From an optimization exercise on the open Yosys and OpenROAD flow, aimed at small area; shortcuts taken in it are not production practice.
In this exercise RTL edits were held to simulation tests only and were not proved equivalent to the original.
No activity file was given, so power comes from the tool's default toggle rates.

`flow/flow/run.sh`:
```
#!/bin/bash
# Standard ORFS layout (the standard.sh) with two changes:
#  - port buffers use the smallest buffer cell instead of the resizer's pick;
#  - CTS clusters up to 30 sinks within 200 um and inserts no dummy loads.
# make's full output goes to standard.log; ORFS keeps per-step logs in orfs/logs.
set -euo pipefail
bash standard.sh \
  "BUFFER_PORTS_ARGS=-buffer_cell sky130_fd_sc_hd__buf_1" \
  "CTS_ARGS=-sink_clustering_enable -repair_clock_nets -dont_use_dummy_load -sink_clustering_size 16 -sink_clustering_max_diameter 100 -buf_list sky130_fd_sc_hd__clkbuf_8" \
  "ABC_LOAD_IN_FF=1" \
  finish > standard.log 2>&1
```
`flow/standard.sh`:
```
#!/bin/bash
# synth_recipe.tcl (not shown) runs the flow's synth.tcl, then flattens the netlist and writes it again
# the make line also repeats each setting of config.mk as NAME=value (left out here)
make -C /OpenROAD-flow-scripts/flow DESIGN_CONFIG=/design/flow/config.mk WORK_HOME=/design/flow/orfs CLKGATE_MAP_FILE= SYNTH_SCRIPT=/design/flow/synth_recipe.tcl "${@:-finish}"
```
`flow/design.v`:
```
`timescale 1ns / 1ps
module g_nand2 (input a, input b, output y); assign y = ~(a & b); endmodule
module g_nor2  (input a, input b, output y); assign y = ~(a | b); endmodule
module g_xnor2 (input a, input b, output y); assign y = ~(a ^ b); endmodule
module g_nor2b (input a, input bn, output y); assign y = ~a & bn; endmodule    
module g_nand2b(input an, input b, output y); assign y = an | ~b; endmodule    
module g_a21oi  (input a1, input a2, input b1, output y); assign y = ~((a1 & a2) | b1); endmodule
module g_o21ai  (input a1, input a2, input b1, output y); assign y = ~((a1 | a2) & b1); endmodule
module slice_p (
    input  q,       
    input  c,       
    input  b,       
    input  g,       
    input  z,       
    input  dv,      
    input  dh,      
    output d,       
    output cn,      
    output bn,      
    output gn       
);
    wire ns, bg, bp, gg, gp;
    g_xnor2 u_s  (.a(q), .b(c), .y(ns));               
    g_nand2 u_c  (.a(q), .b(c), .y(cn));
    g_nor2  u_d  (.a(ns), .b(z), .y(d));
    g_nor2  u_bg (.a(ns), .b(dv), .y(bg));             
    g_nand2 u_bp (.a(ns), .b(dv), .y(bp));             
    g_a21oi u_b  (.a1(bp), .a2(b), .b1(bg), .y(bn));
    g_nor2b  u_gg (.a(dh), .bn(q), .y(gg));            
    g_nand2b u_gp (.an(q), .b(dh), .y(gp));            
    g_a21oi  u_g  (.a1(gp), .a2(g), .b1(gg), .y(gn));
endmodule
module slice_n (
    input  q,
    input  cn,
    input  bn,
    input  gn,
    input  z,
    input  nv,      
    input  nh,      
    output d,
    output c,
    output b,
    output g
);
    wire s, bgn, bpn, ggn, gpn;
    g_xnor2 u_s  (.a(q), .b(cn), .y(s));               
    g_nor2b u_c  (.a(cn), .bn(q), .y(c));
    g_nor2b u_d  (.a(z), .bn(s), .y(d));
    g_nand2 u_bg (.a(s), .b(nv), .y(bgn));
    g_nor2  u_bp (.a(s), .b(nv), .y(bpn));
    g_o21ai u_b  (.a1(bpn), .a2(bn), .b1(bgn), .y(b));
    g_nand2 u_gg (.a(q), .b(nh), .y(ggn));
    g_nor2  u_gp (.a(q), .b(nh), .y(gpn));
    g_o21ai u_g  (.a1(gpn), .a2(gn), .b1(ggn), .y(g));
endmodule
module slice_0 (
    input  q,
    input  z,
    input  nv,
    input  nh,
    output d,
    output c,
    output b,
    output g
);
    assign c = q;
    assign d = ~(q | z);
    assign b = ~q | nv;
    assign g = q & nh;
endmodule
module slice_p23 (
    input  q,
    input  c,
    input  b,
    input  g,
    input  z,
    input  dv,
    output d,
    output cn,
    output bn,
    output gn
);
    wire ns, bg, bp;
    g_xnor2 u_s  (.a(q), .b(c), .y(ns));
    g_nand2 u_c  (.a(q), .b(c), .y(cn));
    g_nor2  u_d  (.a(ns), .b(z), .y(d));
    g_nor2  u_bg (.a(ns), .b(dv), .y(bg));
    g_nand2 u_bp (.a(ns), .b(dv), .y(bp));
    g_a21oi u_b  (.a1(bp), .a2(b), .b1(bg), .y(bn));
    g_nor2  u_g  (.a(q), .b(g), .y(gn));
endmodule
module g_maj3 (input a, input b, input c, output y); assign y = (a & b) | (a & c) | (b & c); endmodule
module slice_pm (
    input  q,
    input  c,
    input  b,
    input  g,
    input  z,
    input  dv,
    input  nh,
    output d,
    output cn,
    output bn,
    output go
);
    wire ns, bg, bp;
    g_xnor2 u_s  (.a(q), .b(c), .y(ns));
    g_nand2 u_c  (.a(q), .b(c), .y(cn));
    g_nor2  u_d  (.a(ns), .b(z), .y(d));
    g_nor2  u_bg (.a(ns), .b(dv), .y(bg));
    g_nand2 u_bp (.a(ns), .b(dv), .y(bp));
    g_a21oi u_b  (.a1(bp), .a2(b), .b1(bg), .y(bn));
    g_maj3  u_g  (.a(q), .b(nh), .c(g), .y(go));
endmodule
module slice_nm (
    input  q,
    input  cn,
    input  bn,
    input  g,
    input  z,
    input  nv,
    input  nh,
    output d,
    output c,
    output b,
    output go
);
    wire s, bgn, bpn;
    g_xnor2 u_s  (.a(q), .b(cn), .y(s));
    g_nor2b u_c  (.a(cn), .bn(q), .y(c));
    g_nor2b u_d  (.a(z), .bn(s), .y(d));
    g_nand2 u_bg (.a(s), .b(nv), .y(bgn));
    g_nor2  u_bp (.a(s), .b(nv), .y(bpn));
    g_o21ai u_b  (.a1(bpn), .a2(bn), .b1(bgn), .y(b));
    g_maj3  u_g  (.a(q), .b(nh), .c(g), .y(go));
endmodule
`timescale 1ns / 1ps
module g_a222oi (input a1, input a2, input b1, input b2, input c1, input c2, output y);
    assign y = ~((a1 & a2) | (b1 & b2) | (c1 & c2));
endmodule
module g_a22oi (input a1, input a2, input b1, input b2, output y);
    assign y = ~((a1 & a2) | (b1 & b2));
endmodule
module g_nand3 (input a, input b, input c, output y); assign y = ~(a & b & c); endmodule
module sel9 (input [8:0] s, input [8:0] d, output y);
    wire n0, n1, n2;
    g_a222oi u0 (.a1(s[0]), .a2(d[0]), .b1(s[1]), .b2(d[1]), .c1(s[2]), .c2(d[2]), .y(n0));
    g_a222oi u1 (.a1(s[3]), .a2(d[3]), .b1(s[4]), .b2(d[4]), .c1(s[5]), .c2(d[5]), .y(n1));
    g_a222oi u2 (.a1(s[6]), .a2(d[6]), .b1(s[7]), .b2(d[7]), .c1(s[8]), .c2(d[8]), .y(n2));
    g_nand3  u3 (.a(n0), .b(n1), .c(n2), .y(y));
endmodule
module sel4 (input [3:0] s, input [3:0] d, output y);
    wire n0, n1;
    g_a222oi u0 (.a1(s[0]), .a2(d[0]), .b1(s[1]), .b2(d[1]), .c1(s[2]), .c2(d[2]), .y(n0));
    g_nand2  u1 (.a(s[3]), .b(d[3]), .y(n1));
    g_nand2  u2 (.a(n0), .b(n1), .y(y));
endmodule
module sel5 (input [4:0] s, input [4:0] d, output y);
    wire n0, n1;
    g_a222oi u0 (.a1(s[0]), .a2(d[0]), .b1(s[1]), .b2(d[1]), .c1(s[2]), .c2(d[2]), .y(n0));
    g_a22oi  u1 (.a1(s[3]), .a2(d[3]), .b1(s[4]), .b2(d[4]), .y(n1));
    g_nand2  u2 (.a(n0), .b(n1), .y(y));
endmodule
module g_inv (input a, output y); assign y = ~a; endmodule
module sel3 (input [2:0] s, input [2:0] d, output y);
    wire n0;
    g_a222oi u0 (.a1(s[0]), .a2(d[0]), .b1(s[1]), .b2(d[1]), .c1(s[2]), .c2(d[2]), .y(n0));
    g_inv    u1 (.a(n0), .y(y));
endmodule
module sel2 (input [1:0] s, input [1:0] d, output y);
    wire n0;
    g_a22oi u0 (.a1(s[0]), .a2(d[0]), .b1(s[1]), .b2(d[1]), .y(n0));
    g_inv   u1 (.a(n0), .y(y));
endmodule
module g_nand4 (input a, input b, input c, input d, output y); assign y = ~(a & b & c & d); endmodule
module sel10 (input [9:0] s, input [9:0] d, output y);
    wire n0, n1, n2, n3;
    g_a222oi u0 (.a1(s[0]), .a2(d[0]), .b1(s[1]), .b2(d[1]), .c1(s[2]), .c2(d[2]), .y(n0));
    g_a222oi u1 (.a1(s[3]), .a2(d[3]), .b1(s[4]), .b2(d[4]), .c1(s[5]), .c2(d[5]), .y(n1));
    g_a222oi u2 (.a1(s[6]), .a2(d[6]), .b1(s[7]), .b2(d[7]), .c1(s[8]), .c2(d[8]), .y(n2));
    g_nand2  u3 (.a(s[9]), .b(d[9]), .y(n3));
    g_nand4  u4 (.a(n0), .b(n1), .c(n2), .d(n3), .y(y));
endmodule
`timescale 1ns / 1ps
module Axi_Lite_Uart (
    input         clock,
    input         reset,           
    input  [15:0] s_axi_awaddr,
    input         s_axi_awvalid,
    output        s_axi_awready,
    input  [31:0] s_axi_wdata,
    input         s_axi_wvalid,
    output        s_axi_wready,
    output [1:0]  s_axi_bresp,
    output        s_axi_bvalid,
    input         s_axi_bready,
    input  [15:0] s_axi_araddr,
    input         s_axi_arvalid,
    output        s_axi_arready,
    output [31:0] s_axi_rdata,
    output [1:0]  s_axi_rresp,
    output        s_axi_rvalid,
    input         s_axi_rready,
    input         RxD,
    output        TxD,
    input         CTS,
    output        RTS
);
    genvar k;
    integer i;
    reg        r_awready, r_wready, r_bvalid, r_bresp, r_arready, r_rvalid;
    reg [1:0]  r_awsel;           
    reg        r_awaddr_hz;       
    reg [2:0]  r_arsel;           
    reg [31:0] r_reg1, r_reg2, r_reg3, r_rdata;
    reg        r_rx_valid_d, r_tx_ready_d, tx_ren, tx_ren_lock;
    wire       tx_ready;          
    reg        rx_valid2;         
    wire       tx_full, tx_empty, rx_full, rx_empty;
    reg        tx_rvalid;
    reg  [7:0] rx_q;              
    assign s_axi_awready = r_awready;
    assign s_axi_wready  = r_wready;
    assign s_axi_bvalid  = r_bvalid;
    assign s_axi_bresp   = {r_bresp, 1'b0};
    assign s_axi_arready = r_arready;
    assign s_axi_rvalid  = r_rvalid;
    assign s_axi_rresp   = 2'b00;
    assign s_axi_rdata   = r_rdata;
    assign RTS           = rx_full;
    wire wen     = r_wready & s_axi_wvalid;
    wire rden    = r_rvalid & s_axi_rready;
    wire tx_wen  = r_bvalid & s_axi_bready & (s_axi_awaddr[3:0] == 4'h4);
    wire rx_wen  = rx_valid2 & ~r_rx_valid_d;
    wire rx_ren  = r_arready & s_axi_arvalid;
    wire tx_ready_pe = tx_ready & ~r_tx_ready_d;
    wire r_tx_valid = tx_ren_lock & ~tx_ren & ~tx_rvalid;
    wire [31:0] wd  = s_axi_wdata & {32{reset}};
    wire        wra = wen & r_awaddr_hz;
    wire        we1 = ~reset | (wra & (r_awsel == 2'd1));
    wire        we2 = ~reset | (wra & (r_awsel == 2'd2));
    wire        we3 = ~reset | (wra & (r_awsel == 2'd3));
    always @(posedge clock) begin
        if (we1) r_reg1 <= wd;
        if (we2) r_reg2 <= wd;
        if (we3) r_reg3 <= wd;
    end
    wire        rde = rden & r_awaddr_hz;
    wire        rse = reset & rde;
    wire        rs0 = rse & r_arsel[2];
    wire        rs1 = rse & (r_arsel == 3'd1);
    wire        rs2 = rse & (r_arsel == 3'd2);
    wire        rs3 = rse & (r_arsel == 3'd3);
    wire        rsh = reset & ~rde;
    wire [31:0] rd_nxt;
    generate for (k = 0; k < 32; k = k + 1) begin : rdmux
        if (k < 8) begin : lo
            sel5 u (.s({rsh, rs0, rs3, rs2, rs1}),
                    .d({r_rdata[k], rx_q[k], r_reg3[k], r_reg2[k], r_reg1[k]}), .y(rd_nxt[k]));
        end else begin : hi
            sel4 u (.s({rsh, rs3, rs2, rs1}),
                    .d({r_rdata[k], r_reg3[k], r_reg2[k], r_reg1[k]}), .y(rd_nxt[k]));
        end
    end endgenerate
    always @(posedge clock) r_rdata <= rd_nxt;
    always @(posedge clock) begin
        if (~reset) begin
            r_awready   <= 1'b0;
            r_awsel     <= 2'd0;
            r_awaddr_hz <= 1'b1;
            r_wready    <= 1'b0;
            r_bvalid    <= 1'b0;
            r_bresp     <= 1'b0;
            r_arready   <= 1'b0;
            r_arsel     <= 3'd4;
            r_rvalid    <= 1'b0;
            r_rx_valid_d <= 1'b0;
            r_tx_ready_d <= 1'b1;
            tx_ren      <= 1'b0;
            tx_ren_lock <= 1'b0;
        end else begin
            r_awready <= ~r_awready & s_axi_awvalid;
            if (r_awready & s_axi_awvalid) begin
                r_awsel     <= (s_axi_awaddr[3:0] == 4'h4) ? 2'd1 :
                               (s_axi_awaddr[3:0] == 4'h8) ? 2'd2 :
                               (s_axi_awaddr[3:0] == 4'hc) ? 2'd3 : 2'd0;
                r_awaddr_hz <= (s_axi_awaddr[15:4] == 12'h0);
            end
            r_wready <= ~r_wready & s_axi_wvalid;
            r_bvalid <= r_bvalid ? ~s_axi_bready : wen;
            if (~r_bvalid & wen & tx_full)
                r_bresp <= 1'b1;
            else if ((r_awready & ~r_bvalid & wen) | tx_ready)
                r_bresp <= 1'b0;
            r_arready <= ~r_arready & s_axi_arvalid;
            if (~r_arready & s_axi_arvalid)
                r_arsel  <= (s_axi_araddr[3:0] == 4'h0) ? 3'd4 :
                            (s_axi_araddr[3:0] == 4'h4) ? 3'd1 :
                            (s_axi_araddr[3:0] == 4'h8) ? 3'd2 :
                            (s_axi_araddr[3:0] == 4'hc) ? 3'd3 : 3'd0;
            r_rvalid <= r_rvalid ? ~s_axi_rready : s_axi_arvalid;
            r_rx_valid_d <= rx_valid2;
            r_tx_ready_d <= tx_ready;
            if (tx_ren)
                tx_ren <= 1'b0;
            else if (tx_ready & ~tx_empty & ~tx_ren_lock)
                tx_ren <= 1'b1;
            if (tx_ren)
                tx_ren_lock <= 1'b1;
            else if (tx_ready_pe)
                tx_ren_lock <= 1'b0;
        end
    end
    reg rst_d1, rst_d2;
    always @(posedge clock or negedge reset) begin
        if (~reset) begin
            rst_d1 <= 1'b0;
            rst_d2 <= 1'b0;
        end else begin
            rst_d1 <= 1'b1;
            rst_d2 <= rst_d1;
        end
    end
    reg [7:0] tx_mem [0:7];
    reg [7:0] rx_mem [0:7];
    reg [3:0] tx_cnt, rx_cnt;
    reg       tx_q0;              
    reg [7:0] rx_hold;            
    assign tx_full  = tx_cnt[3];
    assign tx_empty = (tx_cnt == 4'd0);
    assign rx_full  = rx_cnt[3];
    assign rx_empty = (rx_cnt == 4'd0);
    wire tx_push = tx_wen & ~tx_full;
    wire tx_pop  = tx_ren & ~tx_empty;
    wire rx_push = rx_wen & ~rx_full;
    wire rx_pop  = rx_ren & ~rx_empty;
    wire [8:0] tx_sel, rx_sel;
    generate for (k = 0; k < 7; k = k + 1) begin : rsel
        assign tx_sel[k] = tx_pop & (tx_cnt[2:0] == k + 1);
        assign rx_sel[k] = rx_pop & (rx_cnt[2:0] == k + 1);    
    end endgenerate
    assign tx_sel[7] = tx_pop & tx_cnt[3];
    assign rx_sel[7] = rx_pop & rx_cnt[3];
    assign tx_sel[8] = ~tx_pop;
    assign rx_sel[8] = ~rx_pop & rst_d2;
    wire       tx_q0_nxt;
    wire [7:0] rx_q_nxt;
    sel9 u_tx_q0 (.s(tx_sel), .d({tx_q0, tx_mem[7][0], tx_mem[6][0], tx_mem[5][0], tx_mem[4][0],
                  tx_mem[3][0], tx_mem[2][0], tx_mem[1][0], tx_mem[0][0]}), .y(tx_q0_nxt));
    generate for (k = 0; k < 8; k = k + 1) begin : rmux
        sel9 u_rx (.s(rx_sel), .d({rx_q[k], rx_mem[7][k], rx_mem[6][k], rx_mem[5][k], rx_mem[4][k],
                   rx_mem[3][k], rx_mem[2][k], rx_mem[1][k], rx_mem[0][k]}), .y(rx_q_nxt[k]));
    end endgenerate
    always @(posedge clock) begin
        if (tx_push) begin
            tx_mem[0] <= r_reg1[7:0];
            for (i = 1; i < 8; i = i + 1) tx_mem[i] <= tx_mem[i-1];
        end
        if (rx_push) begin
            rx_mem[0] <= rx_hold;
            for (i = 1; i < 8; i = i + 1) rx_mem[i] <= rx_mem[i-1];
        end
        tx_q0 <= tx_q0_nxt;
        rx_q <= rx_q_nxt;
    end
    always @(posedge clock or negedge rst_d2) begin
        if (~rst_d2) begin
            tx_cnt    <= 4'd0;
            rx_cnt    <= 4'd0;
            tx_rvalid <= 1'b0;
        end else begin
            tx_cnt    <= tx_cnt + {3'd0, tx_push} - {3'd0, tx_pop};
            rx_cnt    <= rx_cnt + {3'd0, rx_push} - {3'd0, rx_pop};
            tx_rvalid <= tx_pop;
        end
    end
    wire [23:0] div_num   = r_reg2[23:0];
    wire [3:0]  data_bit  = r_reg2[31:28];
    wire [1:0]  stop_bit  = r_reg2[27:26];
    wire [1:0]  check_bit = r_reg2[25:24];
    wire [4:0]  sum_ds   = {1'b0, data_bit} + {3'b0, stop_bit};    
    wire [4:0]  sum_ds1  = sum_ds + 5'd1;                          
    wire [4:0]  db1      = {1'b0, data_bit} + 5'd1;                
    wire        par_none = (check_bit == 2'd0);
    wire [23:0] nl = ~div_num;
    wire        div_zero = ~|div_num;
    reg  [23:0] tx_div_cnt, rx_div_cnt;
    reg         tx_u_clk, tx_u_clk_d, rx_u_clk, rx_u_clk_d;
    wire        tx_tick = tx_u_clk & ~tx_u_clk_d;
    wire        rx_tick = rx_u_clk & ~rx_u_clk_d;
    wire        rx_clr;
    wire [23:0] tx_nxt, rx_nxt;
    wire [24:0] tx_c, rx_c, tx_b, rx_b, tx_g, rx_g;
    wire        tx_z, rx_z;
    slice_0 u_tx_s0 (.q(tx_div_cnt[0]), .z(tx_z), .nv(nl[0]), .nh(nl[1]),
        .d(tx_nxt[0]), .c(tx_c[1]), .b(tx_b[1]), .g(tx_g[1]));
    slice_0 u_rx_s0 (.q(rx_div_cnt[0]), .z(rx_z), .nv(nl[0]), .nh(nl[1]),
        .d(rx_nxt[0]), .c(rx_c[1]), .b(rx_b[1]), .g(rx_g[1]));
    generate for (k = 1; k < 24; k = k + 1) begin : slice
        wire dh = (k < 23) ? div_num[k+1] : 1'b0;
        wire nh = (k < 23) ? nl[k+1] : 1'b1;
        if (k == 23) begin : p
            slice_p23 u_tx (.q(tx_div_cnt[k]), .c(tx_c[k]), .b(tx_b[k]), .g(tx_g[k]), .z(tx_z),
                .dv(div_num[k]), .d(tx_nxt[k]), .cn(tx_c[k+1]), .bn(tx_b[k+1]), .gn(tx_g[k+1]));
            slice_p23 u_rx (.q(rx_div_cnt[k]), .c(rx_c[k]), .b(rx_b[k]), .g(rx_g[k]), .z(rx_z),
                .dv(div_num[k]), .d(rx_nxt[k]), .cn(rx_c[k+1]), .bn(rx_b[k+1]), .gn(rx_g[k+1]));
        end else if (k <= 8 && k % 2 == 1) begin : pm
            slice_pm u_tx (.q(tx_div_cnt[k]), .c(tx_c[k]), .b(tx_b[k]), .g(tx_g[k]), .z(tx_z),
                .dv(div_num[k]), .nh(nh), .d(tx_nxt[k]), .cn(tx_c[k+1]), .bn(tx_b[k+1]), .go(tx_g[k+1]));
            slice_pm u_rx (.q(rx_div_cnt[k]), .c(rx_c[k]), .b(rx_b[k]), .g(rx_g[k]), .z(rx_z),
                .dv(div_num[k]), .nh(nh), .d(rx_nxt[k]), .cn(rx_c[k+1]), .bn(rx_b[k+1]), .go(rx_g[k+1]));
        end else if (k <= 8) begin : nm
            slice_nm u_tx (.q(tx_div_cnt[k]), .cn(tx_c[k]), .bn(tx_b[k]), .g(tx_g[k]), .z(tx_z),
                .nv(nl[k]), .nh(nh), .d(tx_nxt[k]), .c(tx_c[k+1]), .b(tx_b[k+1]), .go(tx_g[k+1]));
            slice_nm u_rx (.q(rx_div_cnt[k]), .cn(rx_c[k]), .bn(rx_b[k]), .g(rx_g[k]), .z(rx_z),
                .nv(nl[k]), .nh(nh), .d(rx_nxt[k]), .c(rx_c[k+1]), .b(rx_b[k+1]), .go(rx_g[k+1]));
        end else if (k % 2 == 1) begin : p
            slice_p u_tx (.q(tx_div_cnt[k]), .c(tx_c[k]), .b(tx_b[k]), .g(tx_g[k]), .z(tx_z),
                .dv(div_num[k]), .dh(dh), .d(tx_nxt[k]), .cn(tx_c[k+1]), .bn(tx_b[k+1]), .gn(tx_g[k+1]));
            slice_p u_rx (.q(rx_div_cnt[k]), .c(rx_c[k]), .b(rx_b[k]), .g(rx_g[k]), .z(rx_z),
                .dv(div_num[k]), .dh(dh), .d(rx_nxt[k]), .cn(rx_c[k+1]), .bn(rx_b[k+1]), .gn(rx_g[k+1]));
        end else begin : n
            slice_n u_tx (.q(tx_div_cnt[k]), .cn(tx_c[k]), .bn(tx_b[k]), .gn(tx_g[k]), .z(tx_z),
                .nv(nl[k]), .nh(nh), .d(tx_nxt[k]), .c(tx_c[k+1]), .b(tx_b[k+1]), .g(tx_g[k+1]));
            slice_n u_rx (.q(rx_div_cnt[k]), .cn(rx_c[k]), .bn(rx_b[k]), .gn(rx_g[k]), .z(rx_z),
                .nv(nl[k]), .nh(nh), .d(rx_nxt[k]), .c(rx_c[k+1]), .b(rx_b[k+1]), .g(rx_g[k+1]));
        end
    end endgenerate
    wire tx_wrap = ~((tx_c[24] & div_zero) | (tx_c[24] & tx_b[24]) | (div_zero & tx_b[24]));
    wire rx_wrap = ~((rx_c[24] & div_zero) | (rx_c[24] & rx_b[24]) | (div_zero & rx_b[24]));
    assign tx_z = tx_wrap | ~reset;
    assign rx_z = rx_clr | rx_wrap | ~reset;
    always @(posedge clock) begin
        tx_div_cnt <= tx_nxt;
        rx_div_cnt <= rx_nxt;
    end
    always @(posedge clock or negedge reset) begin
        if (~reset) begin
            tx_u_clk   <= 1'b0;
            tx_u_clk_d <= 1'b0;
            rx_u_clk   <= 1'b0;
            rx_u_clk_d <= 1'b0;
        end else begin
            tx_u_clk   <= tx_g[24];
            tx_u_clk_d <= tx_u_clk;
            rx_u_clk   <= ~rx_clr & rx_g[24];
            rx_u_clk_d <= rx_u_clk;
        end
    end
    wire       rx_valid;          
    wire [7:0] rx_data;           
    reg [2:0] ov;                 
    reg       ov_a;               
    reg       ov_lock;            
    reg       rx_valid_d;
    reg       rx_valid1;
    wire start_edge = (ov == 3'b000) & ov_a;
    wire rx_end     = ~rx_valid & rx_valid_d;
    wire lock_nxt   = rx_end ? 1'b0 : start_edge ? 1'b1 : ov_lock;
    assign rx_clr   = ~ov_lock | ~lock_nxt;
    always @(posedge clock or negedge reset) begin
        if (~reset) begin
            ov          <= 3'd0;
            ov_a        <= 1'b0;
            ov_lock     <= 1'b0;
            rx_valid_d  <= 1'b0;
            rx_valid1   <= 1'b0;
            rx_valid2   <= 1'b0;
        end else begin
            ov          <= ov_lock ? 3'b111 : {ov[1:0], RxD};
            ov_a        <= ov[2];
            ov_lock     <= lock_nxt;
            rx_valid_d  <= rx_valid;
            if (tx_tick) begin
                rx_valid1 <= rx_valid;
                rx_valid2 <= rx_valid1;
            end
        end
    end
    always @(posedge clock) begin
        if (tx_tick & rx_valid & ~rx_valid1) rx_hold <= rx_data;
    end
    reg [3:0] rx_cnt_u;
    reg [7:0] rx_sr;
    reg       rx_vld, rx_chk;
    wire [4:0] rx_cnt_inc  = {1'b0, rx_cnt_u} + 5'd1;
    wire       rx_end_frame = par_none ? (rx_cnt_u == sum_ds[3:0]) : ({1'b0, rx_cnt_u} == sum_ds1);
    wire       rx_in_data   = (rx_cnt_u != 4'd0) & (rx_cnt_u <= data_bit);
    wire       rx_at_db     = (rx_cnt_u == data_bit);
    wire       rx_at_db1    = ({1'b0, rx_cnt_u} == db1);
    assign rx_valid = rx_vld;
    assign rx_data  = rx_sr;
    wire       rsr_sh = reset & rx_tick & rx_in_data;
    wire       rsr_hd = reset & ~(rx_tick & rx_in_data);
    wire [7:0] rsr_nxt;
    wire [8:0] rsr_in = {RxD, rx_sr};
    generate for (k = 0; k < 8; k = k + 1) begin : rsr
        sel2 u (.s({rsr_hd, rsr_sh}), .d({rx_sr[k], rsr_in[k+1]}), .y(rsr_nxt[k]));
    end endgenerate
    always @(posedge clock) rx_sr <= rsr_nxt;
    always @(posedge clock or negedge reset) begin
        if (~reset) begin
            rx_cnt_u <= 4'd0;
            rx_vld   <= 1'b0;
            rx_chk   <= 1'b0;
        end else if (rx_tick) begin
            if (rx_end_frame)
                rx_cnt_u <= 4'd0;
            else if (RxD == 0 || rx_cnt_u != 4'd0)
                rx_cnt_u <= rx_cnt_inc[3:0];
            rx_vld <= (rx_at_db & par_none) |
                      (rx_at_db1 & (check_bit == 2'd1) & (RxD != rx_chk)) |
                      (rx_at_db1 & (check_bit == 2'd2) & (RxD == rx_chk));
            rx_chk <= rx_in_data & (rx_chk ^ RxD);
        end
    end
    reg       tx_out, tx_rdy, tx_chk, tx_cts;
    reg [3:0] tx_cnt_u;
    reg       tx_sr0;             
    reg [7:1] tx_sr_hi;           
    wire [7:0] tx_sr = {tx_sr_hi, tx_sr0};
    assign TxD      = tx_out;
    assign tx_ready = tx_rdy;
    wire tx_active = r_tx_valid & tx_rdy & ~tx_cts & ~CTS;
    wire [4:0] tx_cnt_inc = {1'b0, tx_cnt_u} + 5'd1;
    wire       tx_at_db   = (tx_cnt_u == data_bit);
    wire       tx_ge_db   = (tx_cnt_u >= data_bit);
    wire       tsr_sh = tx_tick & ~tx_active & ~tx_rdy & ~tx_pop;
    wire       tsr_hd = ~tx_pop & ~(tx_tick & ~tx_active & ~tx_rdy);
    wire [7:1] tsr_nxt;
    generate for (k = 1; k < 8; k = k + 1) begin : tsr
        if (k < 7) begin : m
            sel10 u (.s({tsr_hd, tsr_sh, tx_sel[7:0]}),
                     .d({tx_sr_hi[k], tx_sr_hi[k+1], tx_mem[7][k], tx_mem[6][k], tx_mem[5][k], tx_mem[4][k],
                         tx_mem[3][k], tx_mem[2][k], tx_mem[1][k], tx_mem[0][k]}), .y(tsr_nxt[k]));
        end else begin : t
            sel9 u (.s({tsr_hd, tx_sel[7:0]}),
                    .d({tx_sr_hi[k], tx_mem[7][k], tx_mem[6][k], tx_mem[5][k], tx_mem[4][k],
                        tx_mem[3][k], tx_mem[2][k], tx_mem[1][k], tx_mem[0][k]}), .y(tsr_nxt[k]));
        end
    end endgenerate
    always @(posedge clock) tx_sr_hi <= tsr_nxt;
    always @(posedge clock or negedge reset) begin
        if (~reset) begin
            tx_cts   <= 1'b1;
            tx_rdy   <= 1'b1;
            tx_cnt_u <= 4'd0;
            tx_sr0   <= 1'b0;
            tx_out   <= 1'b1;
            tx_chk   <= 1'b0;
        end else if (tx_tick) begin
            tx_cts <= CTS;
            if (tx_active)
                tx_rdy <= 1'b0;
            else if (par_none ? (tx_cnt_inc == sum_ds) : (tx_cnt_u == sum_ds[3:0]))
                tx_rdy <= 1'b1;
            if (par_none ? (tx_cnt_u == sum_ds[3:0]) : ({1'b0, tx_cnt_u} == sum_ds1))
                tx_cnt_u <= 4'd0;
            else if (!tx_rdy)
                tx_cnt_u <= tx_cnt_inc[3:0];
            if (tx_active)
                tx_sr0 <= tx_q0;
            else if (!tx_rdy)
                tx_sr0 <= tx_sr[1];
            if (tx_active)
                tx_out <= 1'b0;
            else if (tx_at_db & ~par_none)
                tx_out <= (check_bit == 2'd1) ? ~tx_chk : tx_chk;
            else if (tx_ge_db | ~tx_rdy)
                tx_out <= tx_ge_db | tx_sr0;
            else
                tx_out <= 1'b1;
            tx_chk <= ~tx_at_db & (tx_chk ^ tx_sr0);
        end
    end
endmodule
```
`flow/constraint.sdc`:
```
create_clock -name core_clock -period 6.0 [get_ports {clock}]
set_input_delay 1.2000 -clock core_clock [delete_from_list [all_inputs] [get_ports {clock}]]
set_output_delay 1.2000 -clock core_clock [all_outputs]
set_load 0.01 [all_outputs]
```
`flow/config.mk`:
```
export PLATFORM = sky130hd
export DESIGN_NAME = Axi_Lite_Uart
export DESIGN_NICKNAME = Axi_Lite_Uart
export VERILOG_FILES = /design/flow/design.v
export SDC_FILE = /design/flow/constraint.sdc
export NUM_CORES = 4
export LEC_CHECK = 0
export CAP_MARGIN = 5
export CORE_MARGIN = 2
export CORE_UTILIZATION = 65
export SLEW_MARGIN = 5
export SYNTH_HIERARCHICAL = 1
export SYNTH_MINIMUM_KEEP_SIZE = 0
```
==> flow_summary.toml, run 1 <==
[setup_path]
cp_max_fo = 24
max_stage_delay_ps = 420
crit_path_end_kind = "flop"
cp.required_ps = 6430
critical_path_class = "reg -> reg"
slowest_stage = "dfxtp_1"
cpMostUsedCell = "nand2_1"
arrival_ps = 5630
setup.worst_path.start_class = "flop"

[floorplan]
initial_core_util_pct = 66.4
rows = 57
die-area_um2 = 26200
core_um2 = 24400
die_w_um = 162
io_pins = 116
die_h_um = 162

[job]
cap_viol_max_count = 0

[drt]
drcViolationCount = 0
routed_wl_mm = 33.7
drt_iter0_markers = 1361
firstDrtPassIters = 6
ant_nets = 0
viasPerCell = 5.97
via_count = 10803
wl_per_cell_um = 18.6

[yosys]
synth_compound_area_share_pct = 10.8
synthTopCellsByCount = "edfxtp_1, nand2_1, nor2_1, dfxtp_1, a222oi_1"
synth_xor_xnor_area_share_pct = 3.92
yosys.area_share.simple_pct = 15.7
ys_warn_count = 9
syn_area_um2 = 16200
yosysMostFrequentCell = "edfxtp_1"
syn_inst = 1365
yosys-mux-area-fraction_pct = 0.139
synth-edff-count = 232
synth.avg_cell_area_um2 = 11.9
ys_types = 56
yosysSeqAreaShare_pct = 63.7
synth_top_family_by_area = "simple AND/OR/NAND/NOR gates"
synth_seq_cells = 390
yosysTopAreaCellShare_pct = 43.0
synth_fa_ha_area_share_pct = 3.54
netlist_top_cells_area = "edfxtp_1, dfxtp_1, dfrtp_1, a222oi_1, nand2_1"
yosys.area.top_type = "edfxtp_1"
ys.flop_type = "edfxtp_1"
synth_async_sr_flop_share_pct = 9.74

[power]
max-vdd-ir-drop_mv = 0.216
power.leakage_nw = 6.25
pwr_density_cell_nw_per_um2 = 294

[clock_tree]
numCtsBuffers = 28
htreeDepth = 1
cts_tree = "yes"
clk-insertion-delay-late_ps = 600
cts_sinks = 390
path_clk_slew_ps = 100
root_buffer = "clkbuf_8"
cts_buffer_depth = 3

[place]
place_area_um2 = 17100
port_buffers = 100
place_hpwl_mm = 23.1
gp_congestion = 0.829

[global_route]
gr-total-overflow = 0
grt_start_max_net_pins = 70
grt_pass1_vias = 10547
antenna_found_initial = 0
grt_util_all_layers_pct = 25.8
grt_pass1_wl_mm = 53.5

[sta]
fin_setup_tns_ps = 0
tightestPinTransition_ps = 1210
skew_ps = 56.2
finalCriticalPeriod_ps = 5200
maxSlewHeadroom_pct = 19.4
rsz0062_at_grt = "false"
clock.fmax_ghz = 0.192
finalSetupViolCount = 0
finalMaxSlewViolations = 0
finalCritPeriodShare_pct = 86.6
hold_violations = 0

[finish]
syn2layout_area_growth_pct = 7.65
final_nets = 1590
postLayoutCellArea_um2 = 17400
diodes = 0
drive_gt1_share_pct = 5.25

[run_status]
outcome = "timing/DRC/antenna clean"

[worst_hold_path]
hold_class = "reg -> async"
## layout by cell type, fill, tap and decap left out, types with 28 or more instances in the layout
cell type | netlist | layout
dfxtp_1 | 120 | 120
inv_1 | 61 | 59
dfrtp_1 | 35 | 35
nand2_1 | 183 | 183
a21oi_1 | 54 | 54
edfxtp_1 | 232 | 232
nand2b_1 | 29 | 29
xnor2_1 | 58 | 58
clkbuf_8 | 0 | 28
o21ai_1 | 37 | 37
nor2b_1 | 68 | 68
and2_0 | 36 | 36
nor2_1 | 128 | 127
buf_1 | 0 | 99
a222oi_1 | 80 | 80
## through the flow
step | setup slack [ps] | utilization, % | power, mW | cells | hold slack [ps]
4_1_cts | 380 | 71.5 | 5.15 | 1810 | 222
2_1_floorplan | 1290 | - | 3.76 | 1367 | 114
3_5_place_dp | 476 | 69.9 | 4.00 | 1782 | 220
6_report | 801 | 71.5 | 5.13 | 1811 | 206
3_3_place_gp | 615 | 69.9 | 3.96 | 1782 | 215
5_1_grt | 181 | 71.5 | 5.38 | 1811 | 233
## sequential cells by signal, indices dropped and copies added, names as in the netlist, 24 cells and up
register	cells
rx_div_cnt	24
tx_mem	64
r_reg3	32
rx_mem	64
tx_div_cnt	24
r_reg2	32
r_rdata	32
r_reg1	32
## worst max-delay path: cells and delay by family (launching register included)
kind / cells / cell delay, ps
flip-flops: 1 / 420
adder cells (fa/ha/maj): 1 / 320
XOR/XNOR: 1 / 250
AND/OR/NAND/NOR: 24 / 3540
buffers and inverters: 1 / 290
AO/OA/AOI/OAI: 2 / 210
## what timing repair did
item                                   in CTS  in global routing
endpoints found under the hold margin       0                  0
hold buffers                                0                  0
buffers inserted                            0                  1
resized for setup                           0                  0
setup endpoints to repair                   0                 17
## layer usage
| layer | vias up | part of all wire, % | wire [um] | track usage (%) |
|---|---|---|---|---|
| met2 | 306 | 51 | 17100 | 45.6 |
| li1 | 5207 | - | - | - |
| met4 | 0 | 2.2 | 743 | 6.44 |
| met5 | - | 0 | 0 | 0 |
| met3 | 41 | 4.8 | 1630 | 3.01 |
| met1 | 5249 | 42 | 14300 | 34.4 |
## final cells by class
class | instances | area, um^2
multi-input cells | 895 | 5610
well taps | 324 | 405
repair buffers | 113 | 487
fillers | 1819 | 6950
flip-flops and latches | 390 | 10300
inverters | 61 | 229
clock buffers | 28 | 385
## modules after synthesis, one instance, submodules excluded, excerpt
module         cells inside  flops+latches
slice_0                   4              0
g_nand2b                  1              0
g_a22oi                   1              0
g_a222oi                  1              0
g_nand2                   1              0
g_nand4                   1              0
Axi_Lite_Uart           797            390
g_nand3                   1              0
g_o21ai                   1              0
g_inv                     1              0
g_xnor2                   1              0
g_nor2                    1              0
g_maj3                    1              0
## report_power, final
group          switching (mW)  internal (mW)  total [mW]
clock network           0.763          0.417        1.18
logic                   0.429          0.319       0.748
registers               0.188           3.01        3.20
total                    1.38           3.75        5.13
## kinds of logic after synthesis
logic type | Yosys count
DFF | 390
and+or+nand+nor | 534
other | 2
adders and majority gates | 46
AOI/OAI and AO/OA | 239
muxes | 2
buffers and inverters | 82
xor gates and xnor gates | 70
## worst paths after layout
check | start | endpoint | slack, ps | cells past startpoint
min reg2reg | rst_d2 | tx_cnt[0] | 210 | 0
max reg2reg | tx_div_cnt[0] | tx_div_cnt[10] | 800 | 29
min in group core_clock | rst_d1 | rst_d2 | 380 | 0
max | tx_div_cnt[0] | tx_div_cnt[10] | 800 | 29
min | rst_d2 | tx_cnt[0] | 210 | 0
max in group asynchronous | reset | ov[1] | 4470 | 2
==> inputs of run 2 (changes only) <==
--- a/flow/config.mk
+++ b/flow/config.mk
@@ -5,9 +5,9 @@
 export SDC_FILE = /design/flow/constraint.sdc
 export NUM_CORES = 4
 export LEC_CHECK = 0
-export CAP_MARGIN = 5
+export CAP_MARGIN = 20
 export CORE_MARGIN = 2
 export CORE_UTILIZATION = 65
-export SLEW_MARGIN = 5
+export SLEW_MARGIN = 20
 export SYNTH_HIERARCHICAL = 1
 export SYNTH_MINIMUM_KEEP_SIZE = 0
==> run 2 against run 1 <==
  * Cell count is 0.11% higher
  * Wire length up 0.32%
  * Maximum frequency up 0.16%
  * Still clean
  * Design area rose by 0.27%
==> flow_summary.toml, run 2 <==
[yosys]
yosysTopAreaCellShare_pct = 43.0
ys_warn_count = 9
netlist_top_cells_area = "edfxtp_1, dfxtp_1, dfrtp_1, a222oi_1, nand2_1"
yosys.area.top_type = "edfxtp_1"
syn_inst = 1365
yosysSeqAreaShare_pct = 63.7
synth.avg_cell_area_um2 = 11.9
ys_types = 56
synth_seq_cells = 390
synthTopCellsByCount = "edfxtp_1, nand2_1, nor2_1, dfxtp_1, a222oi_1"
syn_area_um2 = 16200
synth-edff-count = 232
ys.flop_type = "edfxtp_1"
synth_async_sr_flop_share_pct = 9.74
yosysMostFrequentCell = "edfxtp_1"

[place]
port_buffers = 100
place_area_um2 = 17100
gp_congestion = 0.829
numPlacedInstances = 1782
place_hpwl_mm = 23.1

[setup_path]
setup.worst_path.start_class = "flop"
arrival_ps = 5620
cp_max_fo = 24
critical_path_class = "reg -> reg"
max_stage_delay_ps = 420
crit_path_end_kind = "flop"
slowest_stage = "dfxtp_1"
cp.required_ps = 6430
cpMostUsedCell = "nand2_1"

[drt]
ant_nets = 0
drcViolationCount = 0
via_count = 10820
viasPerCell = 5.97
routed_wl_mm = 33.9
drt_iter0_markers = 1324
wl_per_cell_um = 18.7
firstDrtPassIters = 8

[sta]
hold_violations = 0
finalMaxSlewViolations = 0
tightestPinTransition_ps = 1110
skew_ps = 57.3
finalCritPeriodShare_pct = 86.5
clock.fmax_ghz = 0.193
finalCriticalPeriod_ps = 5190
rsz0062_at_grt = "false"
fin_setup_tns_ps = 0
finalSetupViolCount = 0
maxSlewHeadroom_pct = 25.6

[global_route]
antenna_found_initial = 0
gr-total-overflow = 0
grt_start_max_net_pins = 70
grt_util_all_layers_pct = 25.8
grt_pass1_vias = 10547
grt_pass1_wl_mm = 53.5

[clock_tree]
cts_tree = "yes"
clk-insertion-delay-late_ps = 600
cts_buffer_depth = 3
root_buffer = "clkbuf_8"
htreeDepth = 1
ctsResizeCount = 0
path_clk_slew_ps = 100
cts_sinks = 390
numCtsBuffers = 28

[finish]
syn2layout_area_growth_pct = 7.95
final_cell_mix = "edfxtp_1, nand2_1, nor2_1"
final_nets = 1592
drive_gt1_share_pct = 5.57
postLayoutCellArea_um2 = 17500
stdcell_count = 1813
diodes = 0
mostFrequentLayoutCell = "edfxtp_1"
nFillCells = 1811
reg.largest.list = "rx_mem x64, tx_mem x64"

[power]
power_mw = 5.14
pwr_density_cell_nw_per_um2 = 294
max-vdd-ir-drop_mv = 0.219
power.leakage_nw = 6.27

[floorplan]
initial_core_util_pct = 66.4
die_h_um = 162
die-area_um2 = 26200
rows = 57
die_w_um = 162
io_pins = 116
core_um2 = 24400

[worst_hold_path]
hold_class = "reg -> async"

[job]
cap_viol_max_count = 0

[run_status]
outcome = "timing/DRC/antenna clean"
run 2: cell counts after synthesis:
No cell type changed its count.
run 2: timing repair:
action,CTS,global route
endpoints found under the hold margin,0,0
endpoints found under the setup margin,0,17
hold buffers,0,0
buffers inserted,0,1
run 2: worst max-delay path: cells and delay by family (launching register included):
| kind | cells | cell delay [ps] |
|---|---|---|
| DFF | 1 | 420 |
| adders and majority gates | 1 | 320 |
| AOI/OAI and AO/OA | 2 | 210 |
| and+or+nand+nor | 24 | 3530 |
| buffers and inverters | 1 | 290 |
| xor gates and xnor gates | 1 | 250 |
run 2: per-module statistics from Yosys, one instance, submodules excluded, a selection:
module | copies in the design | cells inside
slice_0 | 2 | 4
g_maj3 | 16 | 1
g_a222oi | 80 | 1
g_xnor2 | 46 | 1
g_nand4 | 6 | 1
g_o21ai | 36 | 1
g_a21oi | 38 | 1
g_nor2 | 86 | 1
g_nand2 | 146 | 1
run 2: final timing paths:
check,start,end,slack (ps),cells past startpoint
worst max register to register,tx_div_cnt[0],tx_div_cnt[10],810,29
worst min register to register,rst_d2,tx_cnt[0],200,0
min in group core_clock,rst_d1,rst_d2,390,0
max in group asynchronous,reset,ov[1],4460,2
worst max-delay path,tx_div_cnt[0],tx_div_cnt[10],810,29
worst min-delay path,rst_d2,tx_cnt[0],200,0
run 2: area by class of cell:
class                      instances  area [um^2]  area share [%]
sequential                       390        10300            59.0
multi-input combinational        895         5630            32.2
timing repair buffer             115          519            2.97
tap                              324          405            2.32
clock buffer                      28          385            2.20
inverter                          61          229            1.31
run 2: kinds of logic after synthesis:
logic type / Yosys count / share of synthesized area [%]
simple gates: 534 / 15.7
flops: 390 / 63.7
compound gates: 239 / 10.8
buf+inv: 82 / 2.06
xor+xnor: 70 / 3.92
fa+ha+maj: 46 / 3.54
other cells: 2 / 0.0463
mux: 2 / 0.139
run 2: routing by layer:
| metal | up-vias | global-route usage, % | wire, um |
|---|---|---|---|
| met5 | - | 0 | 0 |
| li1 | 5218 | - | - |
| met2 | 305 | 45.6 | 17100 |
| met3 | 33 | 3.01 | 1720 |
| met4 | 0 | 6.44 | 651 |
| met1 | 5264 | 34.4 | 14400 |
run 2: power by group:
part / total [mW] / switching, mW / internal (mW)
registers: 3.21 / 0.191 / 3.01
clock network: 1.18 / 0.762 / 0.417
logic: 0.754 / 0.432 / 0.322
total: 5.14 / 1.38 / 3.75
run 2: through the flow:
stage	hold slack (ps)	setup slack (ps)	util, %
floorplan	114	1290	-
global placement	215	615	69.9
detailed placement	220	476	69.9
CTS	222	380	71.5
global route	233	181	71.7
finish	205	810	71.7
==> inputs of run 3 (changes only) <==
--- a/flow/design.v
+++ b/flow/design.v
@@ -383,6 +383,7 @@
     wire [4:0]  sum_ds1  = sum_ds + 5'd1;                          
     wire [4:0]  db1      = {1'b0, data_bit} + 5'd1;                
     wire        par_none = (check_bit == 2'd0);
+    wire [4:0]  end_cnt  = par_none ? {1'b0, sum_ds[3:0]} : sum_ds1;
     wire [23:0] nl = ~div_num;
     wire        div_zero = ~|div_num;
     reg  [23:0] tx_div_cnt, rx_div_cnt;
@@ -485,7 +486,7 @@
     reg [7:0] rx_sr;
     reg       rx_vld, rx_chk;
     wire [4:0] rx_cnt_inc  = {1'b0, rx_cnt_u} + 5'd1;
-    wire       rx_end_frame = par_none ? (rx_cnt_u == sum_ds[3:0]) : ({1'b0, rx_cnt_u} == sum_ds1);
+    wire       rx_end_frame = ({1'b0, rx_cnt_u} == end_cnt);
     wire       rx_in_data   = (rx_cnt_u != 4'd0) & (rx_cnt_u <= data_bit);
     wire       rx_at_db     = (rx_cnt_u == data_bit);
     wire       rx_at_db1    = ({1'b0, rx_cnt_u} == db1);
@@ -555,7 +556,7 @@
                 tx_rdy <= 1'b0;
             else if (par_none ? (tx_cnt_inc == sum_ds) : (tx_cnt_u == sum_ds[3:0]))
                 tx_rdy <= 1'b1;
-            if (par_none ? (tx_cnt_u == sum_ds[3:0]) : ({1'b0, tx_cnt_u} == sum_ds1))
+            if ({1'b0, tx_cnt_u} == end_cnt)
                 tx_cnt_u <= 4'd0;
             else if (!tx_rdy)
                 tx_cnt_u <= tx_cnt_inc[3:0];
--- a/flow/flow/run.sh
+++ b/flow/flow/run.sh
@@ -1,7 +1,10 @@
 #!/bin/bash
-# Standard ORFS layout (the standard.sh) with two changes:
+# Standard ORFS layout (the standard.sh) with these changes:
+#  - ABC maps with a 1 fF output load, so the one-gate modules of the
+#    hierarchical synthesis come out at drive strength 1;
 #  - port buffers use the smallest buffer cell instead of the resizer's pick;
-#  - CTS clusters up to 30 sinks within 200 um and inserts no dummy loads.
+#  - CTS uses clkbuf_8, clusters up to 16 sinks within 100 um and inserts
+#    no dummy loads.
 # make's full output goes to standard.log; ORFS keeps per-step logs in orfs/logs.
 set -euo pipefail
 bash standard.sh \
==> flow/config.mk (replaced) <==
export PLATFORM = sky130hd
export DESIGN_NAME = Axi_Lite_Uart
export DESIGN_NICKNAME = Axi_Lite_Uart
export VERILOG_FILES = /design/flow/design.v
export SDC_FILE = /design/flow/constraint.sdc
export NUM_CORES = 4
export LEC_CHECK = 0
export CAP_MARGIN = 10
export CORE_MARGIN = 2
export CORE_UTILIZATION = 72
export SLEW_MARGIN = 10
export SYNTH_HIERARCHICAL = 1
export SYNTH_MINIMUM_KEEP_SIZE = 0
==> run 3 against run 2 <==
  * Critical path depth stayed put
  * Die area is 10% lower
  * Design area shrank 1.2%
  * Core utilization increased by 7.3 points
  * Sequential cell count unchanged
  * Sequential share of layout area up 0.69 points
  * Synthesized cell count decreased by 0.81%
  * Power up 0.31%
  * Worst setup slack worse by 200 ps
  * Clock power hardly changed
  * Cell count down 3.0%
  * Largest cell class unchanged
  * Highest routed layer unchanged
==> flow_summary.toml, run 3 <==
[power]
power.leakage_nw = 6.21
max-vdd-ir-drop_mv = 0.222
power_mw = 5.15
pwr_density_cell_nw_per_um2 = 298

[setup_path]
max_stage_delay_ps = 420
cp.required_ps = 6410
endpoint = "rx_div_cnt[10]"
r2r_start = "rx_div_cnt[0]"
setup.worst_path.start_class = "flop"
crit_path_start = "rx_div_cnt[0]"
crit_path_end_kind = "flop"
r2r_slack_ps = 610
arrival_ps = 5810
r2r-end = "rx_div_cnt[10]"
cp_max_fo = 15
ff2ff_path_depth = 29
slowest_stage = "dfxtp_1"
critical_path_class = "reg -> reg"

[yosys]
yosys.area.top_type = "edfxtp_1"
syn_inst = 1354
ys.flop_type = "edfxtp_1"
ys_warn_count = 9
synthTopCellsByCount = "edfxtp_1, nand2_1, nor2_1, dfxtp_1, a222oi_1"
netlist_top_cells_area = "edfxtp_1, dfxtp_1, dfrtp_1, a222oi_1, nand2_1"
syn_area_um2 = 16100
ys_types = 55
synth-edff-count = 232
synth_seq_cells = 390
yosysSeqAreaShare_pct = 64.1
synth.avg_cell_area_um2 = 11.9
yosysMostFrequentCell = "edfxtp_1"
synth_async_sr_flop_share_pct = 9.74
yosysTopAreaCellShare_pct = 43.2

[sta]
finalMaxSlewViolations = 0
maxSlewHeadroom_pct = 18.7
clock.fmax_ghz = 0.185
finalCritPeriodShare_pct = 89.9
skew_ps = 86.8
hold_violations = 0
whs_ps = 222
finalSetupViolCount = 0
final.setup.worst_slack_ps = 609
finalCriticalPeriod_ps = 5390
tightestPinTransition_ps = 1210
rsz0062_at_grt = "false"
fin_setup_tns_ps = 0

[place]
place_hpwl_mm = 23.7
place_area_um2 = 16900
gp_congestion = 0.858
port_buffers = 100
post-place-ws_ps = 753

[finish]
nFillCells = 1410
reg.largest.list = "rx_mem x64, tx_mem x64"
syn2layout_area_growth_pct = 7.30
postLayoutCellArea_um2 = 17300
drive_gt1_share_pct = 5.28
mostFrequentLayoutCell = "edfxtp_1"
final_nets = 1580
final_cell_mix = "edfxtp_1, nand2_1, nor2_1"

[clock_tree]
post_cts_buffers = 0
root_buffer = "clkbuf_8"
clk-insertion-delay-late_ps = 610
path_clk_slew_ps = 100
ctsResizeCount = 0
cts_sinks = 390
cts_buffer_depth = 3
htreeDepth = 1
cts_hold_buf = 0
cts_tree = "yes"
numCtsBuffers = 28

[drt]
ant_nets = 0
routed_wl_mm = 34.3
viasPerCell = 6.24
drcViolationCount = 0
via_count = 10970
firstDrtPassIters = 10
wl_per_cell_um = 19.5
drt_iter0_markers = 1089

[worst_hold_path]
hold_class = "reg -> async"

[floorplan]
die-area_um2 = 23600
die_h_um = 154
die_w_um = 154
core_um2 = 21900
initial_core_util_pct = 73.6
io_pins = 116
rows = 54

[global_route]
grt_pass1_vias = 10915
grt_util_all_layers_pct = 28.8
grt_start_max_net_pins = 74
gr-total-overflow = 0
grt_pass1_wl_mm = 54.5
antenna_found_initial = 1

[run_status]
outcome = "timing/DRC/antenna clean"

[job]
cap_viol_max_count = 0
[run 3: area by class of cell]
class / count / area (um^2) / share of cell area [%]
sequential: 390 / 10300 / 59.7
multi-input combinational: 886 / 5530 / 32.0
timing repair buffer: 113 / 474 / 2.74
clock buffer: 28 / 385 / 2.23
tap: 280 / 350 / 2.03
inverter: 60 / 225 / 1.30
antenna: 1 / 2.50 / 0.0145
[run 3: power breakdown]
group / leakage (nW) / switching (mW) / internal [mW] / total [mW]
clock network: 0.201 / 0.760 / 0.417 / 1.18
registers: 3.58 / 0.189 / 3.02 / 3.21
logic: 2.43 / 0.441 / 0.331 / 0.772
[run 3: modules after synthesis, one instance, submodules excluded, excerpt]
module	copies in the design	flops+latches	cells inside	area, um^2
g_nand2	146	0	1	3.75
Axi_Lite_Uart	1	390	786	12800
g_a21oi	38	0	1	5.00
g_nand4	6	0	1	6.26
g_nand2b	14	0	1	6.26
g_a222oi	80	0	1	10.0
g_inv	8	0	1	3.75
[run 3: worst min path at each step]
stage,from,cells after the start,slack [ps],to
after floorplan,rst_d2,0,110,rx_cnt[0]
after global placement,rst_d2,0,210,rx_cnt[3]
after detailed placement,rst_d2,0,230,rx_cnt[3]
after CTS,rst_d2,0,240,tx_cnt[0]
after global routing,rst_d2,0,250,tx_cnt[2]
final,rst_d2,0,220,rx_cnt[3]
[run 3: critical path, delay by kind of cell (launching register included)]
family | cells | cell delay (ps)
xor+xnor | 1 | 270
fa+ha+maj | 1 | 320
flops | 1 | 420
buf+inv | 1 | 260
simple gates | 24 | 3680
compound gates | 2 | 270
[run 3: per-stage QoR]
stage / utilization, % / std cells
final: 79.0 / 1758
after global routing: 79.0 / 1758
after CTS: 79.0 / 1757
after detailed placement: 77.2 / 1729
after global placement: 77.2 / 1729
after floorplan: - / 1356
[run 3: cell families (layout without fill, tap and decap cells)]
logic type	count (synthesis)	after routing	synth area share, %
compound gates	231	231	10.4
xor+xnor	73	73	4.15
fa+ha+maj	46	46	3.56
buf+inv	80	201	2.04
flops	390	390	64.1
mux	3	3	0.186
other cells	2	5	0.0466
simple gates	529	529	15.6
[run 3: routing by layer]
metal / routed length (um) / GRT usage, % / part of all wire [%]
met5: 0 / 0 / 0
met1: 13700 / 37.0 / 40
met4: 944 / 8.87 / 2.8
met2: 17600 / 51.6 / 51
met3: 2130 / 3.41 / 6.2
==> inputs of run 4 (changes only) <==
--- a/flow/config.mk
+++ b/flow/config.mk
@@ -7,7 +7,7 @@
 export LEC_CHECK = 0
 export CAP_MARGIN = 10
 export CORE_MARGIN = 2
-export CORE_UTILIZATION = 72
+export CORE_UTILIZATION = 65
 export SLEW_MARGIN = 10
 export SYNTH_HIERARCHICAL = 1
 export SYNTH_MINIMUM_KEEP_SIZE = 0
==> run 4 against run 3 <==
  * Critical path depth unchanged
  * Count of clock-buffer cells in the layout did not move
  * Largest cell class unchanged
  * Via count decreased by 2.2%
  * Synthesized cell count unchanged
  * Combinational power fell by 2%
  * Still clean on timing, DRC and antenna
  * Clock power about the same
==> flow_summary.toml, run 4 <==
[power]
pwr_density_cell_nw_per_um2 = 296
power.leakage_nw = 6.21
power_mw = 5.14
max-vdd-ir-drop_mv = 0.259

[setup_path]
r2r_slack_ps = 720
r2r-end = "rx_div_cnt[9]"
cp_max_fo = 24
r2r_start = "rx_div_cnt[0]"
slowest_stage = "dfxtp_1"
critical_path_class = "reg -> reg"
cp.required_ps = 6420
arrival_ps = 5690
cpMostUsedCell = "nand2_1"
ff2ff_path_depth = 29
crit_path_end_kind = "flop"
setup.worst_path.start_class = "flop"
max_stage_delay_ps = 430

[yosys]
synth.avg_cell_area_um2 = 11.9
netlist_top_cells_area = "edfxtp_1, dfxtp_1, dfrtp_1, a222oi_1, nand2_1"
yosys.area.top_type = "edfxtp_1"
syn_inst = 1354
ys_warn_count = 9
synth_seq_cells = 390
yosysTopAreaCellShare_pct = 43.2
syn_area_um2 = 16100
synth-edff-count = 232
synthTopCellsByCount = "edfxtp_1, nand2_1, nor2_1, dfxtp_1, a222oi_1"
ys_types = 55
ys.flop_type = "edfxtp_1"
yosysMostFrequentCell = "edfxtp_1"
yosysSeqAreaShare_pct = 64.1
synth_async_sr_flop_share_pct = 9.74

[place]
place_area_um2 = 17000
place_hpwl_mm = 23.5
gp_congestion = 0.846
post-place-ws_ps = 726
port_buffers = 100

[global_route]
grt_pass1_wl_mm = 53.9
grt_util_all_layers_pct = 26.3
grt_pass1_vias = 10354
gr-total-overflow = 0
antenna_found_initial = 1
grt_start_max_net_pins = 65

[sta]
fin_setup_tns_ps = 0
skew_ps = 62.0
finalMaxSlewViolations = 0
finalCriticalPeriod_ps = 5280
finalSetupViolCount = 0
maxSlewHeadroom_pct = 23.1
rsz0062_at_grt = "false"
finalCritPeriodShare_pct = 88.0
final.setup.worst_slack_ps = 723
tightestPinTransition_ps = 1140
hold_violations = 0
clock.fmax_ghz = 0.189

[clock_tree]
cts_buffer_depth = 3
htreeDepth = 1
root_buffer = "clkbuf_8"
cts_sinks = 390
path_clk_slew_ps = 100
clk-insertion-delay-late_ps = 600
numCtsBuffers = 28
ctsResizeCount = 0
cts_tree = "yes"
post_cts_buffers = 0
cts_hold_buf = 0

[floorplan]
core_um2 = 24300
die-area_um2 = 26100
io_pins = 116
rows = 57
initial_core_util_pct = 66.3
die_w_um = 161
die_h_um = 161

[worst_hold_path]
hold_class = "reg -> async"

[finish]
reg.largest.list = "rx_mem x64, tx_mem x64"
final_nets = 1581
mostFrequentLayoutCell = "edfxtp_1"
postLayoutCellArea_um2 = 17400
drive_gt1_share_pct = 5.41
syn2layout_area_growth_pct = 7.70
final_cell_mix = "edfxtp_1, nand2_1, nor2_1"
multiInputGateArea_um2 = 5530
regArea_um2 = 10300
nFillCells = 1795

[drt]
drt_iter0_markers = 1368
viasPerCell = 5.95
routed_wl_mm = 34.2
wl_per_cell_um = 19.0
drcViolationCount = 0
firstDrtPassIters = 8
via_count = 10724
ant_nets = 0

[run_status]
outcome = "timing/DRC/antenna clean"

[job]
cap_viol_max_count = 0
-- run 4: layout make-up --
type                       count  area share, %
antenna                        1         0.0144
inverter                      60           1.30
timing repair buffer         114           2.78
sequential                   390           59.5
clock buffer                  28           2.22
multi-input combinational    886           31.9
tap                          324           2.34
-- run 4: worst max path at each step --
stage | startpoint | endpoint | slack, ps | cells past startpoint
floorplan | rx_div_cnt[0] | rx_div_cnt[10] | 1290 | 29
global placement | rx_div_cnt[0] | rx_div_cnt[9] | 860 | 29
detailed placement | rx_div_cnt[0] | rx_div_cnt[5] | 730 | 29
CTS | rx_div_cnt[0] | rx_div_cnt[9] | 660 | 29
global route | rx_div_cnt[0] | rx_div_cnt[9] | 170 | 29
finish | rx_div_cnt[0] | rx_div_cnt[9] | 720 | 29
-- run 4: cells by family (layout without fill, tap and decap cells) --
group | count (synthesis) | after routing | share of synthesized area [%]
AO/OA/AOI/OAI | 231 | 231 | 10.4
adder cells (fa/ha/maj) | 46 | 46 | 3.56
other | 2 | 5 | 0.0466
flip-flops | 390 | 390 | 64.1
multiplexers | 3 | 3 | 0.186
AND/OR/NAND/NOR | 529 | 529 | 15.6
XOR/XNOR | 73 | 73 | 4.15
buffers and inverters | 80 | 202 | 2.04
-- run 4: per-module statistics from Yosys (local to each module, per instance), a selection --
module	flops+latches	copies in the design	cells inside
g_maj3	0	16	1
Axi_Lite_Uart	390	1	786
slice_0	0	2	4
g_a21oi	0	38	1
g_nand2b	0	14	1
g_inv	0	8	1
g_a222oi	0	80	1
g_nor2	0	86	1
g_a22oi	0	16	1
g_nor2b	0	58	1
g_nand4	0	6	1
-- run 4: worst max-delay path: cells and delay by family, from the launching register on --
kind	cells	cell delay, ps
buffers and inverters	1	320
AO/OA/AOI/OAI	2	230
flip-flops	1	430
AND/OR/NAND/NOR	24	3570
XOR/XNOR	1	240
adder cells (fa/ha/maj)	1	320
-- run 4: stage by stage --
step	util (%)	hold WS [ps]	instances
3_3_place_gp	69.8	200	1774
2_1_floorplan	-	114	1356
6_report	71.4	172	1803
3_5_place_dp	69.8	191	1774
4_1_cts	71.3	191	1802
5_1_grt	71.3	211	1802
-- run 4: per-layer routing --
layer  global-route usage (%)  up-vias  share of wire, %
met5                        0        -                 0
met4                     6.29        0               2.1
met3                     3.54       48               6.2
met2                     44.8      327                49
met1                     36.2     5173                42
li1                         -     5176                 -
-- run 4: report_power, final --
part	switching, mW	internal (mW)	total [mW]
clock network	0.764	0.417	1.18
logic	0.432	0.326	0.758
registers	0.186	3.02	3.20
total	1.38	3.76	5.14
==> inputs of run 5 (changes only) <==
--- a/flow/flow/run.sh
+++ b/flow/flow/run.sh
@@ -9,6 +9,6 @@
 set -euo pipefail
 bash standard.sh \
   "BUFFER_PORTS_ARGS=-buffer_cell sky130_fd_sc_hd__buf_1" \
-  "CTS_ARGS=-sink_clustering_enable -repair_clock_nets -dont_use_dummy_load -sink_clustering_size 16 -sink_clustering_max_diameter 100 -buf_list sky130_fd_sc_hd__clkbuf_8" \
+  "CTS_ARGS=-sink_clustering_enable -repair_clock_nets -dont_use_dummy_load -sink_clustering_size 18 -sink_clustering_max_diameter 110 -buf_list sky130_fd_sc_hd__clkbuf_8" \
   "ABC_LOAD_IN_FF=1" \
   finish > standard.log 2>&1
==> run 5 against run 4 <==
  * Design area shrank 0.24%
  * Via count is essentially flat
  * Register-to-register slack is essentially flat
  * Global-route usage is essentially flat
  * Critical endpoint is now rx_div_cnt[10]
==> flow_summary.toml, run 5 <==
[job]
cap_viol_max_count = 0

[global_route]
grt_pass1_vias = 10345
grt_start_max_net_pins = 65
antenna_found_initial = 1
gr-total-overflow = 0
grt_util_all_layers_pct = 26.3
grt_pass1_wl_mm = 54.0

[setup_path]
critical_path_class = "reg -> reg"
r2r-end = "rx_div_cnt[10]"
arrival_ps = 5710
r2r_slack_ps = 720
crit_path_end_kind = "flop"
slowest_stage = "dfxtp_1"
cp_max_fo = 24
cp.required_ps = 6430
setup.worst_path.start_class = "flop"
ff2ff_path_depth = 29
max_stage_delay_ps = 430
r2r_start = "rx_div_cnt[0]"

[clock_tree]
root_buffer = "clkbuf_8"
cts_sinks = 390
path_clk_slew_ps = 110
clk-insertion-delay-late_ps = 580
htreeDepth = 1
cts_buffer_depth = 3
cts_hold_buf = 0
post_cts_buffers = 0
ctsResizeCount = 0
numCtsBuffers = 25
cts_tree = "yes"

[drt]
routed_wl_mm = 34.2
viasPerCell = 5.96
drt_iter0_markers = 1302
firstDrtPassIters = 6
drcViolationCount = 0
via_count = 10730
wl_per_cell_um = 19.0
ant_nets = 0

[sta]
finalCritPeriodShare_pct = 88.0
clock.fmax_ghz = 0.189
finalSetupViolCount = 0
fin_setup_tns_ps = 0
tightestPinTransition_ps = 1160
maxSlewHeadroom_pct = 21.8
hold_violations = 0
finalCriticalPeriod_ps = 5280
whs_ps = 178
rsz0062_at_grt = "false"
finalMaxSlewViolations = 0
skew_ps = 31.4

[power]
max-vdd-ir-drop_mv = 0.242
power.leakage_nw = 6.19
pwr_density_cell_nw_per_um2 = 294

[finish]
reg.largest.list = "rx_mem x64, tx_mem x64"
syn2layout_area_growth_pct = 7.44
stdcell_count = 1800
utilization_pct = 71.2
final_nets = 1578
postLayoutCellArea_um2 = 17300
final_cell_mix = "edfxtp_1, nand2_1, nor2_1"
drive_gt1_share_pct = 5.22
mostFrequentLayoutCell = "edfxtp_1"

[place]
place_area_um2 = 17000
gp_congestion = 0.846
place_hpwl_mm = 23.5
numPlacedInstances = 1774
port_buffers = 100

[yosys]
synth-edff-count = 232
syn_inst = 1354
synth.avg_cell_area_um2 = 11.9
syn_area_um2 = 16100
yosysTopAreaCellShare_pct = 43.2
synthTopCellsByCount = "edfxtp_1, nand2_1, nor2_1, dfxtp_1, a222oi_1"
ys_warn_count = 9
synth_async_sr_flop_share_pct = 9.74
netlist_top_cells_area = "edfxtp_1, dfxtp_1, dfrtp_1, a222oi_1, nand2_1"
synth_seq_cells = 390
ys_types = 55
ys.flop_type = "edfxtp_1"
yosys.area.top_type = "edfxtp_1"
yosysMostFrequentCell = "edfxtp_1"
yosysSeqAreaShare_pct = 64.1

[floorplan]
die-area_um2 = 26100
rows = 57
die_h_um = 161
core_um2 = 24300
initial_core_util_pct = 66.3
die_w_um = 161
io_pins = 116

[run_status]
outcome = "timing/DRC/antenna clean"

[worst_hold_path]
hold_class = "reg -> async"
==> run 5: cell counts after synthesis <==
No cell type changed its count.
==> run 5: worst max path at each step <==
stage / start / end
2_1_floorplan: rx_div_cnt[0] / rx_div_cnt[10]
3_3_place_gp: rx_div_cnt[0] / rx_div_cnt[9]
3_5_place_dp: rx_div_cnt[0] / rx_div_cnt[5]
4_1_cts: rx_div_cnt[0] / rx_div_cnt[10]
5_1_grt: rx_div_cnt[0] / rx_div_cnt[10]
6_report: rx_div_cnt[0] / rx_div_cnt[10]
==> run 5: cell families (layout without fill, tap and decap cells) <==
family / after synthesis / count (layout) / share of synthesized area, %
multiplexers: 3 / 3 / 0.186
adder cells (fa/ha/maj): 46 / 46 / 3.56
AND/OR/NAND/NOR: 529 / 529 / 15.6
XOR/XNOR: 73 / 73 / 4.15
other: 2 / 5 / 0.0466
buffers and inverters: 80 / 199 / 2.04
AO/OA/AOI/OAI: 231 / 231 / 10.4
flip-flops: 390 / 390 / 64.1
==> run 5: worst max-delay path, delay by kind of cell (launching register included) <==
kind | cells | cell delay, ps
AOI/OAI and AO/OA | 2 | 220
xor gates and xnor gates | 1 | 230
adders and majority gates | 1 | 320
buffers and inverters | 1 | 330
DFF | 1 | 430
and+or+nand+nor | 24 | 3580
==> run 5: where the power goes <==
group	internal [mW]	leakage, nW	total [mW]	switching, mW
clock	0.375	0.180	1.12	0.748
combinational	0.325	2.43	0.758	0.432
sequential	3.02	3.58	3.20	0.188
total	3.72	6.19	5.08	1.37
==> run 5: metrics by stage <==
step / setup slack, ps / total power, mW
floorplan: 1290 / 3.77
global placement: 859 / 3.97
detailed placement: 726 / 4.01
CTS: 668 / 5.11
global route: 185 / 5.32
finish: 721 / 5.08
==> run 5: final cells by class <==
class,instances,area (um^2)
flip-flops and latches,390,10300
fillers,1788,7010
multi-input cells,886,5530
repair buffers,114,482
well taps,324,405
clock buffers,25,344
inverters,60,225
diodes,1,2.50
==> run 5: layer usage <==
layer	global-route usage [%]	vias up	share of wire, %
li1	-	5169	-
met3	3.72	47	6.2
met5	0	-	0
met4	5.97	0	2.0
met2	45.0	346	50
met1	36.0	5168	42
==> run 5: Yosys stat by module, one instance, submodules excluded, excerpt <==
module         cells inside  flops+latches  area [um^2]
g_a22oi                   1              0         7.51
Axi_Lite_Uart           786            390        12800
g_inv                     1              0         3.75
g_nand4                   1              0         6.26
g_nor2                    1              0         3.75
g_nand2                   1              0         3.75
g_nor2b                   1              0         6.26
g_nand2b                  1              0         6.26
g_a21oi                   1              0         5.00
g_a222oi                  1              0         10.0

[static timing again, ports no longer ideal]
The flow's constraints put no driver on any port. The routed layouts listed below were extracted and timed again, unchanged, in two steps.
Step 1 assumes that a clkbuf_16 drives the clock port and a buf_2 every other input.
Step 2, shift: input delay + t, output delay - t, t = (earliest + latest rising clock arrival at the registers) / 2. This alone moves slack from input paths to output paths.
Three values: no drivers, after step 1, after step 2; two values: the first two.
run	t, ns	setup slack, ns	slew at the worst register clock pin (ns)	worst slew at a driven data input, ns
run 1	0.616	0.801 / 0.801 / 0.801	0.12 / 0.12	0.07
run 2	0.614	0.810 / 0.810 / 0.810	0.11 / 0.11	0.07
run 3	0.615	0.609 / 0.609 / 0.609	0.12 / 0.12	0.08
run 4	0.615	0.723 / 0.723 / 0.723	0.11 / 0.11	0.09
run 5	0.615	0.721 / 0.721 / 0.721	0.11 / 0.11	0.09
After both steps setup and hold are still met in every run listed.
